This design comes from an exercise in tuning for small area on the open sky130 flow, not from production work.
Function was checked by simulation only, so behaviour that the tests miss may differ from the original.
No activity file was given, so power comes from the tool's default toggle rates.

`flow/constraint.sdc`:
```
create_clock -name core_clock -period 10.0 [get_ports {clk}]
set_input_delay 2.0000 -clock core_clock [delete_from_list [all_inputs] [get_ports {clk}]]
set_output_delay 2.0000 -clock core_clock [all_outputs]
set_load 0.01 [all_outputs]
```
`flow/run.sh`:
```
#!/bin/bash
# synth_recipe.tcl (not shown) runs the flow's synth.tcl, then flattens the netlist and writes it again
# the make line also repeats each setting of config.mk as NAME=value (left out here)
make -C /OpenROAD-flow-scripts/flow DESIGN_CONFIG=/design/flow/config.mk WORK_HOME=/design/flow/orfs CLKGATE_MAP_FILE= SYNTH_SCRIPT=/design/flow/synth_recipe.tcl finish
```
`flow/design.v`:
```
`timescale 1ns / 1ps
 module GameRAMControll(
 	clk,
 	rst,
 	system_status,
 	pad_key,
 	pad_pressed,
	game_table_output,
	state,
	score
 );
 	input clk;
 	input rst;
 	input [2:0] system_status;
 	input [3:0] pad_key;
 	input pad_pressed;
 	reg [3:0] clear_counter;
 	output reg [3:0] state;
 	reg [3:0] state_next;
 	reg move_available;
 	wire move_basic_check;
 	reg [2:0] block_gen_type, block_type, block_type_next;
 	reg [1:0] block_rotate,block_rotate_next;
 	reg [6:0] block_A, block_B, block_C, block_D, block_next_A, block_next_B, block_next_C, block_next_D;
 	reg [99:0] game_table;
 	output reg [7:0] score;
 	reg [7:0] score_next;
 	output [99:0] game_table_output;
 	always @(posedge clk or posedge rst)
 	begin
 		if(rst)
 		begin
 			block_gen_type<=3'b010;
 		end
 		else
 		begin
 			block_gen_type<={block_gen_type[1:0],block_gen_type[2]^block_gen_type[0]};
 		end
 	end
 	wire [127:0] game_table_rd = {28'hfff_ffff, game_table};
 	always @*
 	begin
 		block_type = block_type_next;
 		block_next_A = block_A;
 		block_next_B = block_B;
 		block_next_C = block_C;
 		block_next_D = block_D;
 		block_rotate_next = block_rotate;
 		move_available = 1'b0;
 		case(state)
 			4'b0000:
 			begin
 				if(system_status == 3'b110)
 				begin
 					state_next = 4'b0001;
 				end
 				else
 				begin
 					state_next = 4'b0000;
 				end
 			end
 			4'b0001:
 			begin
 				case(block_gen_type)
 					3'b001:{block_type,block_next_A,block_next_B,block_next_C,block_next_D} = {3'b001,7'd4 ,7'd5 ,7'd14,7'd15};
 					3'b010:{block_type,block_next_A,block_next_B,block_next_C,block_next_D} = {3'b010,7'd25,7'd24,7'd14,7'd4 };
 					3'b011:{block_type,block_next_A,block_next_B,block_next_C,block_next_D} = {3'b011,7'd24,7'd25,7'd15,7'd5 };
 					3'b100:{block_type,block_next_A,block_next_B,block_next_C,block_next_D} = {3'b100,7'd5 ,7'd15,7'd25,7'd35};
 					3'b101:{block_type,block_next_A,block_next_B,block_next_C,block_next_D} = {3'b101,7'd5 ,7'd4 ,7'd14,7'd13};
 					3'b110:{block_type,block_next_A,block_next_B,block_next_C,block_next_D} = {3'b110,7'd4 ,7'd5 ,7'd15,7'd16};
 					3'b111:{block_type,block_next_A,block_next_B,block_next_C,block_next_D} = {3'b111,7'd6 ,7'd5 ,7'd4 ,7'd15};
 					default:{block_type,block_next_A,block_next_B,block_next_C,block_next_D}  = {3'b000  ,7'd0 ,7'd0 ,7'd0 ,7'd0 };  
 				endcase
 				block_rotate_next = 2'b00;
 				move_available = 1'b0;
 				if(game_table_rd[block_next_A] || game_table_rd[block_next_B] || game_table_rd[block_next_C] || game_table_rd[block_next_D])
 				begin
 					state_next = 4'b0000;
 				end
 				else if(system_status == 3'b111)
 				begin
 					state_next = 4'b0000;
 				end
 				else
 				begin
 					state_next = 4'b0010;
 				end
 			end
 			4'b0010:
 			begin
 				move_available = 1'b0;
 				block_rotate_next = block_rotate;
				if( 0)  
 				begin
 					state_next = 4'b1001;
 				end
 				else if(pad_pressed && pad_key == 4'd4)  
 				begin
 					state_next = 4'b1001;
 				end
 				else if(pad_pressed && pad_key == 4'd1) 
 				begin
 					state_next = 4'b1010;
 				end
 				else if(pad_pressed && pad_key == 4'd7) 
 				begin
 					state_next = 4'b1011;
 				end
 				else if (pad_pressed && pad_key == 4'd0) 
 				begin
 					state_next = 4'b1100;
 				end
 				else if(system_status == 3'b111)
 				begin
 					state_next = 4'b0000;
 				end
 				else
 				begin
 					state_next =4'b0010;
 				end
 			end
 			4'b1001:
 			begin
 				block_next_A = block_A + 7'd10;
 				block_next_B = block_B + 7'd10;
 				block_next_C = block_C + 7'd10;
 				block_next_D = block_D + 7'd10;
 				block_rotate_next = block_rotate;
 				move_available = (move_basic_check && (block_A < 7'd90) && (block_B < 7'd90) && (block_C < 7'd90) && (block_D < 7'd90));
				if(move_available)
 				begin
					state_next = 4'b0011;
 				end
 				else
 				begin
 					state_next = 4'b0100;
 				end
 			end
 			4'b1010:
 			begin
 				block_next_A = block_A - 7'd1;
 				block_next_B = block_B - 7'd1;
 				block_next_C = block_C - 7'd1;
 				block_next_D = block_D - 7'd1;
 				block_rotate_next = block_rotate;
 				move_available = (move_basic_check && (block_A % 7'd10 != 7'd0 ) && (block_B % 7'd10 != 7'd0 ) && (block_C % 7'd10 != 7'd0 ) && (block_D % 7'd10 != 7'd0 ));
				state_next = 4'b0011;
 			end
 			4'b1011:
 			begin
 				block_next_A = block_A + 7'd1;
 				block_next_B = block_B + 7'd1;
 				block_next_C = block_C + 7'd1;
 				block_next_D = block_D + 7'd1;
 				block_rotate_next = block_rotate;
 				move_available = (move_basic_check && ((block_A+7'd1) % 7'd10 != 7'd0 ) && ((block_B+7'd1) % 7'd10 != 7'd0 ) && ((block_C+7'd1) % 7'd10 != 7'd0 ) && ((block_D+7'd1) % 7'd10 != 7'd0 ));
				state_next = 4'b0011;
 			end
 			4'b1100:
 			begin
 				case({block_type_next,block_rotate})
 					{3'b011,2'b00}:{block_next_A,block_next_B,block_next_C,block_next_D} = {block_A-7'd9 ,block_B-7'd20,block_C-7'd11,block_D-7'd2 };
 					{3'b011,2'b01}:{block_next_A,block_next_B,block_next_C,block_next_D} = {block_A-7'd11,block_B-7'd2 ,block_C+7'd9 ,block_D+7'd20};
 					{3'b011,2'b10}:{block_next_A,block_next_B,block_next_C,block_next_D} = {block_A+7'd9 ,block_B+7'd20,block_C+7'd11,block_D+7'd2 };
 					{3'b011,2'b11}:{block_next_A,block_next_B,block_next_C,block_next_D} = {block_A+7'd11,block_B+7'd2 ,block_C-7'd9 ,block_D-7'd20};
 					{3'b010,2'b00}:{block_next_A,block_next_B,block_next_C,block_next_D} = {block_A-7'd9 ,block_B+7'd2 ,block_C+7'd11,block_D+7'd20};
 					{3'b010,2'b01}:{block_next_A,block_next_B,block_next_C,block_next_D} = {block_A-7'd11,block_B-7'd20,block_C-7'd9 ,block_D+7'd2 };
 					{3'b010,2'b10}:{block_next_A,block_next_B,block_next_C,block_next_D} = {block_A+7'd9 ,block_B-7'd2 ,block_C-7'd11,block_D-7'd20};
 					{3'b010,2'b11}:{block_next_A,block_next_B,block_next_C,block_next_D} = {block_A+7'd11,block_B+7'd20,block_C+7'd9 ,block_D-7'd2 };
 					{3'b101,2'b00}:{block_next_A,block_next_B,block_next_C,block_next_D} = {block_A-7'd11,block_B+7'd0 ,block_C-7'd9 ,block_D+7'd2 };
 					{3'b101,2'b01}:{block_next_A,block_next_B,block_next_C,block_next_D} = {block_A+7'd9 ,block_B+7'd0 ,block_C-7'd11,block_D-7'd20};
 					{3'b101,2'b10}:{block_next_A,block_next_B,block_next_C,block_next_D} = {block_A+7'd11,block_B+7'd0 ,block_C+7'd9 ,block_D-7'd2 };
 					{3'b101,2'b11}:{block_next_A,block_next_B,block_next_C,block_next_D} = {block_A-7'd9 ,block_B+7'd0 ,block_C+7'd11,block_D+7'd20};
 					{3'b110,2'b00}:{block_next_A,block_next_B,block_next_C,block_next_D} = {block_A+7'd11,block_B+7'd0 ,block_C-7'd9 ,block_D-7'd20};
 					{3'b110,2'b01}:{block_next_A,block_next_B,block_next_C,block_next_D} = {block_A-7'd9 ,block_B+7'd0 ,block_C-7'd11,block_D-7'd2 };
 					{3'b110,2'b10}:{block_next_A,block_next_B,block_next_C,block_next_D} = {block_A-7'd11,block_B+7'd0 ,block_C+7'd9 ,block_D+7'd20};
 					{3'b110,2'b11}:{block_next_A,block_next_B,block_next_C,block_next_D} = {block_A+7'd9 ,block_B+7'd0 ,block_C+7'd11,block_D+7'd2 };
 					{3'b111,2'b00}:{block_next_A,block_next_B,block_next_C,block_next_D} = {block_A-7'd2 ,block_B+7'd9 ,block_C+7'd20,block_D+7'd0 };
 					{3'b111,2'b01}:{block_next_A,block_next_B,block_next_C,block_next_D} = {block_A+7'd20,block_B+7'd11,block_C+7'd2 ,block_D+7'd0 };
 					{3'b111,2'b10}:{block_next_A,block_next_B,block_next_C,block_next_D} = {block_A+7'd2 ,block_B-7'd9 ,block_C-7'd20,block_D+7'd0 };
 					{3'b111,2'b11}:{block_next_A,block_next_B,block_next_C,block_next_D} = {block_A-7'd20,block_B-7'd11,block_C-7'd2 ,block_D+7'd0 };
 					{3'b100,2'b00}:{block_next_A,block_next_B,block_next_C,block_next_D} = {block_A+7'd19,block_B+7'd10,block_C+7'd1 ,block_D-7'd8 };
 					{3'b100,2'b01}:{block_next_A,block_next_B,block_next_C,block_next_D} = {block_A+7'd12,block_B+7'd1 ,block_C-7'd10,block_D-7'd21};
 					{3'b100,2'b10}:{block_next_A,block_next_B,block_next_C,block_next_D} = {block_A-7'd19,block_B-7'd10,block_C-7'd1 ,block_D+7'd8 };
 					{3'b100,2'b11}:{block_next_A,block_next_B,block_next_C,block_next_D} = {block_A-7'd12,block_B-7'd1 ,block_C+7'd10,block_D+7'd21};
 					{3'b001,2'b00}:{block_next_A,block_next_B,block_next_C,block_next_D} = {block_A+7'd0 ,block_B+7'd0 ,block_C+7'd0 ,block_D+7'd0 };
 					{3'b001,2'b01}:{block_next_A,block_next_B,block_next_C,block_next_D} = {block_A+7'd0 ,block_B+7'd0 ,block_C+7'd0 ,block_D+7'd0 };
 					{3'b001,2'b10}:{block_next_A,block_next_B,block_next_C,block_next_D} = {block_A+7'd0 ,block_B+7'd0 ,block_C+7'd0 ,block_D+7'd0 };
 					{3'b001,2'b11}:{block_next_A,block_next_B,block_next_C,block_next_D} = {block_A+7'd0 ,block_B+7'd0 ,block_C+7'd0 ,block_D+7'd0 };
 					default:;
 				endcase
				move_available = move_basic_check;
				if(move_available)
				begin
	 				block_rotate_next = block_rotate + 1'b1;
				end
				state_next = 4'b0011;
			end
			4'b0011:
			begin
 				state_next = 4'b0010;
 				block_rotate_next = block_rotate;
 			end
 			4'b0100:
 			begin
 				if(clear_counter == 4'd0 && game_table[9:0] != 10'b1111_1111_11&& game_table[19:10] != 10'b1111_1111_11&& game_table[29:20] != 10'b1111_1111_11&& game_table[39:30] != 10'b1111_1111_11&& game_table[49:40] != 10'b1111_1111_11&& game_table[59:50] != 10'b1111_1111_11&& game_table[69:60] != 10'b1111_1111_11&& game_table[79:70] != 10'b1111_1111_11&& game_table[89:80] != 10'b1111_1111_11&& game_table[99:90] != 10'b1111_1111_11)
 				begin
 					state_next = 4'b0001;
 				end
 				else
 				begin
 					state_next = 4'b0100;
 				end
 			end
 			default:
 			begin
 				move_available = 1'b0;
 				state_next = 4'b0000;
 			end
 		endcase
 	end
	always @(posedge clk or posedge rst)
 	begin
 		if (rst)
 		begin
 			state <= 4'b0000;
 			block_rotate <= 2'd0;
 			block_type_next <= 3'b000;
 		end
 		else
 		begin
 			state <= state_next;
 			block_rotate <= block_rotate_next;
 			block_type_next <= block_type;
 		end
 	end
 	assign game_table_output = game_table;
 	always @(posedge clk or posedge rst) begin
 		if (rst)
 		begin
 			score <= 8'd0;
 		end
 		else if (state == 4'b0100)
 		begin
 			case(clear_counter)
 				4'd0:if(game_table[9:0] == 10'b1111_1111_11) score <= score+1'b1;
 				4'd1:if(game_table[19:10] == 10'b1111_1111_11) score <= score+1'b1;
 				4'd2:if(game_table[29:20] == 10'b1111_1111_11) score <= score+1'b1;
 				4'd3:if(game_table[39:30] == 10'b1111_1111_11) score <= score+1'b1;
 				4'd4:if(game_table[49:40] == 10'b1111_1111_11) score <= score+1'b1;
 				4'd5:if(game_table[59:50] == 10'b1111_1111_11) score <= score+1'b1;
 				4'd6:if(game_table[69:60] == 10'b1111_1111_11) score <= score+1'b1;
 				4'd7:if(game_table[79:70] == 10'b1111_1111_11) score <= score+1'b1;
 				4'd8:if(game_table[89:80] == 10'b1111_1111_11) score <= score+1'b1;
 				4'd9:if(game_table[99:90] == 10'b1111_1111_11) score <= score+1'b1;
 			endcase
 		end
 	end
	always @(posedge clk or posedge rst)
 	begin
 		if(rst)
 		begin
 			game_table <= 100'd0;
 			{block_A, block_B, block_C, block_D} <= 28'd0;
 		end
 		else if(state == 4'b0000)
 		begin
 			game_table <= 100'd0;
 		end
 		else if(state == 4'b0100)
 		begin
 				case(clear_counter)
 					4'd0:
 					begin
 						if(game_table[9:0] == 10'b1111_1111_11)
 						begin
 							game_table[9:0]  <= {10'd0};
 						end
 					end
 					4'd1:
 					begin
 						if(game_table[19:10] == 10'b1111_1111_11)
 						begin
 							game_table[19:0] <= {game_table[9:0],10'd0};
 						end
 					end
 					4'd2:
 					begin
 						if(game_table[29:20] == 10'b1111_1111_11)
 						begin
 							game_table[29:0] <= {game_table[19:0],10'd0};
 						end
 					end
 					4'd3:
 					begin
 						if(game_table[39:30] == 10'b1111_1111_11)
 						begin
 							game_table[39:0] <= {game_table[29:0],10'd0};
 						end
 					end
 					4'd4:
 					begin
 						if(game_table[49:40] == 10'b1111_1111_11)
 						begin
 							game_table[49:0] <= {game_table[39:0],10'd0};
 						end
 					end
 					4'd5:
 					begin
 						if(game_table[59:50] == 10'b1111_1111_11)
 						begin
 							game_table[59:0] <= {game_table[49:0],10'd0};
 						end
 					end
 					4'd6:
 					begin
 						if(game_table[69:60] == 10'b1111_1111_11)
 						begin
 							game_table[69:0] <= {game_table[59:0],10'd0};
 						end
 					end
 					4'd7:
 					begin
 						if(game_table[79:70] == 10'b1111_1111_11)
 						begin
 							game_table[79:0] <= {game_table[69:0],10'd0};
 						end
 					end
 					4'd8:
 					begin
 						if(game_table[89:80] == 10'b1111_1111_11)
 						begin
 							game_table[89:0] <= {game_table[79:0],10'd0};
 						end
 					end
 					4'd9:
 					begin
 						if(game_table[99:90] == 10'b1111_1111_11)
 						begin
 							game_table[99:0] <= {game_table[89:0],10'd0};
 						end
 					end
 				endcase
 		end
 		else if((state[3] == 1'b1 && move_available) || (state == 4'b0001))
 		begin
			if(state != 4'b0001)
 			begin
 				game_table[block_A] <= 1'b0;
 				game_table[block_B] <= 1'b0;
 				game_table[block_C] <= 1'b0;
 				game_table[block_D] <= 1'b0;
 			end
 			game_table[block_next_A] <= 1'b1;
 			game_table[block_next_B] <= 1'b1;
 			game_table[block_next_C] <= 1'b1;
 			game_table[block_next_D] <= 1'b1;
 			block_A <= block_next_A;
 			block_B <= block_next_B;
 			block_C <= block_next_C;
 			block_D <= block_next_D;
 		end
 	end
 	always @(posedge clk or posedge rst) begin
 		if (rst)
 		begin
 			clear_counter <= 4'd9;
 		end
 		else if (clear_counter == 4'd0)
 		begin
 			clear_counter <= 4'd9;	
 		end
 		else if(state == 4'b0100)
 		begin
 			clear_counter <= clear_counter - 1'b1;
 		end
 		else
 		begin
 			clear_counter <= 4'd9;	
 		end
 	end
 	assign move_basic_check = (((block_next_A == block_A || block_next_A == block_B || block_next_A == block_C || block_next_A == block_D) && game_table_rd[block_next_A]) || (~(block_next_A == block_A || block_next_A == block_B || block_next_A == block_C || block_next_A == block_D) && ~game_table_rd[block_next_A])) &&
 			       			  (((block_next_B == block_A || block_next_B == block_B || block_next_B == block_C || block_next_B == block_D) && game_table_rd[block_next_B]) || (~(block_next_B == block_A || block_next_B == block_B || block_next_B == block_C || block_next_B == block_D) && ~game_table_rd[block_next_B])) &&
 					 		  (((block_next_C == block_A || block_next_C == block_B || block_next_C == block_C || block_next_C == block_D) && game_table_rd[block_next_C]) || (~(block_next_C == block_A || block_next_C == block_B || block_next_C == block_C || block_next_C == block_D) && ~game_table_rd[block_next_C])) &&
 					 		  (((block_next_D == block_A || block_next_D == block_B || block_next_D == block_C || block_next_D == block_D) && game_table_rd[block_next_D]) || (~(block_next_D == block_A || block_next_D == block_B || block_next_D == block_C || block_next_D == block_D) && ~game_table_rd[block_next_D]));
 endmodule
```
`flow/config.mk`:
```
export PLATFORM = sky130hd
export DESIGN_NAME = GameRAMControll
export DESIGN_NICKNAME = GameRAMControll
export VERILOG_FILES = /design/flow/design.v
export SDC_FILE = /design/flow/constraint.sdc
export NUM_CORES = 4
export LEC_CHECK = 0
export CAP_MARGIN = 20
export CORE_MARGIN = 2
export CORE_UTILIZATION = 30
export SLEW_MARGIN = 20
```
==> impl_metrics.json <==
{
  "mostFrequentLayoutCell": "nand2_1",
  "endpoint_kind": "flop",
  "p_leak_nw": 12.67,
  "grt_pass1_wl_um": 314700,
  "period_minus_slack_ns": 7.874,
  "final_cell_mix": "492 x nand2_1, 353 x a21oi_1, 336 x o21ai_0",
  "syn-cell-area_mm2": 0.03164,
  "place.detailed.hpwl_um": 173200,
  "tightest_slew_ns": 1.203,
  "max_freq_mhz": 127.0,
  "nets": 4588,
  "cts-root-buf": "clkbuf_16",
  "drc_errors": 0,
  "grt_pass1_vias": 38245,
  "cts_buffers": 17,
  "ir_worst_vdd_v": 0.0001833,
  "dr.first_iter.drc_count": 7623,
  "cp.required_ns": 10.41,
  "area_delta_synth_final_pct": 11.29,
  "ant_nets": 0,
  "first_pass_iters": 14,
  "clkSlewWorstSetupHoldPaths_ns": 0.08,
  "globalRouteTotalUtil_pct": 41.20,
  "grt.overflow.total": 0,
  "die_area_mm2": 0.1081,
  "synth_edf_count": 0,
  "dp_cells": 5817,
  "maxCapViolations": 0,
  "finalCritPeriodShare_pct": 78.74,
  "placementRows": 119,
  "fillerInstances": 11370,
  "slew_headroom_pct": 19.18,
  "worst_slack_ns": 2.126,
  "portBuffers": 121,
  "ys_async_sr_fraction_pct": 100.0,
  "route.vias.total": 42194,
  "viasPerCell": 7.202,
  "synth_ff_type": "dfrtp_1",
  "ys_ff_latch": 152,
  "grt_start_max_net_pins": 95,
  "fin_skew_ns": 0.02930,
  "cts_tree": "yes",
  "wirelength_um": 231800,
  "drive_gt1_share_pct": 10.13,
  "stdcell_count": 5859,
  "ys_seq_area_share_pct": 12.03,
  "wire_per_inst_um": 39.56,
  "place_ws_ns": 2.427,
  "syn_nets": 4662,
  "start_util_pct": 30.14,
  "die_h_um": 328.8,
  "gp_routability_congestion": 1.120,
  "ys_warn_count": 1,
  "cts.sinks": 152,
  "cts_hold_buffers": 0,
  "hold_violations": 0,
  "rsz0062_at_grt": "no",
  "fin_util_pct": 33.55,
  "ys_types": 123,
  "path_class": "reg -> reg",
  "syn_inst": 4521,
  "status": "finished clean",
  "start_kind": "flop",
  "clock_path_buffers": 2,
  "final-setup-viol-count": 0,
  "slew_viol_final": 0,
  "cts-resized-gates": 0,
  "arrival_ns": 8.28,
  "power_density_mw_per_mm2": 417.9,
  "antenna_found_initial": 20,
  "coreArea_mm2": 0.1050,
  "path_max_fanout": 44,
  "ios": 122,
  "tns_ns": 0,
  "hold_path.class": "reg -> reg",
  "synth.avg_cell_area_um2": 6.999,
  "htreeDepth": 4,
  "die_w_um": 328.8,
  "insertion_delay_ns": 0.55,
  "cts_setup_buffers": 0
}
[synthesized netlist by cell type, types with 118 or more instances]
cell | n | area, µm²
o22ai_1 | 237 | 1483
nor3_1 | 141 | 705.7
dfrtp_1 | 149 | 3729
clkbuf_1 | 303 | 1137
xnor2_1 | 209 | 1831
nand3_1 | 134 | 670.6
nand2_1 | 492 | 1847
o21ai_0 | 340 | 1702
nor2_1 | 322 | 1209
a21oi_1 | 354 | 1772
ha_1 | 118 | 1476
mux2i_1 | 151 | 1511
[through the flow]
step                      power (W)  instance area, µm²  hold slack (ns)
after floorplan            0.008117               31640           0.3528
after global placement      0.01321               34510           0.4601
after detailed placement    0.01313               34540           0.4686
after CTS                   0.01388               35120           0.4841
after global routing        0.01493               35190           0.5105
final                       0.01472               35210           0.4803
[worst max-delay path, stage by stage, from the launching register on]
cell       delay [ns]
dfrtp_1          0.40
ha_1             0.61
and4bb_2         0.67
inv_1            0.36
fa_1             0.56
nand3_1          0.21
a31o_2           0.24
o21ai_4          0.07
inv_2            0.63
a211oi_1         0.20
a2111oi_0        0.74
nor3_1           0.13
or4_1            0.52
and3_1           0.19
or3_4            0.41
a31oi_4          0.28
nand3_4          0.30
a21oi_4          0.78
mux2_4           0.36
[metal layers]
layer  vias up  GRT usage [%]  share of wire (%)
met5         -         0.7098              0.081
met4        18          30.02                9.1
met3       972          14.65                 14
met2      3748          58.19                 40
met1     20385          51.25                 37
li1      17071              -                  -
[state kept, by name, summed over array words and instances (netlist names)]
| register | flops |
|---|---|
| block_A | 7 |
| block_rotate | 2 |
| block_D | 7 |
| state | 4 |
| block_gen_type | 3 |
| block_B | 7 |
| score | 8 |
| block_C | 7 |
| clear_counter | 4 |
| game_table | 100 |
| block_type_next | 3 |
[worst paths after layout]
| path | start | to | slack (ns) | cells after the start |
|---|---|---|---|---|
| min | clear_counter[0]$_DFF_PP1_ | clear_counter[0]$_DFF_PP1_ | 0.48 | 1 |
| min reg2reg | clear_counter[0]$_DFF_PP1_ | clear_counter[0]$_DFF_PP1_ | 0.48 | 1 |
| max | block_rotate[0]$_DFFE_PP0P_ | game_table[73]$_DFFE_PP0P_ | 2.13 | 18 |
| min in group asynchronous | rst | clear_counter[2]$_DFF_PP0_ | 1.89 | 2 |
| max in group asynchronous | rst | game_table[95]$_DFFE_PP0P_ | 6.97 | 4 |
| max reg2reg | block_rotate[0]$_DFFE_PP0P_ | game_table[73]$_DFFE_PP0P_ | 2.13 | 18 |
[cells by family after synthesis]
logic type / share of synthesized area (%)
and+or+nand+nor: 22.55
buffers and inverters: 6.722
adders and majority gates: 5.489
AOI/OAI and AO/OA: 36.62
DFF: 12.03
xor gates and xnor gates: 6.912
muxes: 9.676
[report_power, final]
group          internal [W]  total, W  switching, W
clock              0.000332  0.000715      0.000383
sequential         0.000790   0.00139      0.000597
combinational       0.00367    0.0126       0.00894
total               0.00480    0.0147       0.00992
[layout make-up]
| type | count | area, µm² | area share (%) |
|---|---|---|---|
| clock inverters | 15 | 155.1 | 0.4406 |
| repair buffers | 324 | 2788 | 7.917 |
| well taps | 1391 | 1740 | 4.943 |
| flip-flops and latches | 152 | 3812 | 10.83 |
| diodes | 8 | 20.02 | 0.05685 |
| clock buffers | 17 | 425.4 | 1.208 |
| inverters | 115 | 436.7 | 1.240 |
| multi-input cells | 3837 | 25830 | 73.37 |

==> separate check: timing with driven ports <==
No port has a modelled driver above. Below, the same layout with a new extraction and two added sets of constraints.
Step 1 sets driving cells, clkbuf_16 on the clock port and buf_2 on the other inputs (assumed; they add their load-dependent delay and slew).
Step 2 moves the port delays by t, midway between the first and last clock arrival at a register: inputs arrive t later, outputs are due t later. That takes back most of the time a late clock gives input paths.
Slacks: ideal ports / drivers / drivers and shift; pairs: ideal ports / drivers.
t, ns: 0.595
setup WS [ns]: 2.126 / 2.126 / 2.126
worst setup path after step 2: register to register
slew at the worst register clock pin (ns): 0.10 / 0.10
After both steps setup and hold are still met in this run. The setup slack of this run moves by 0.000 ns with the drivers and by 0.000 ns with both steps.
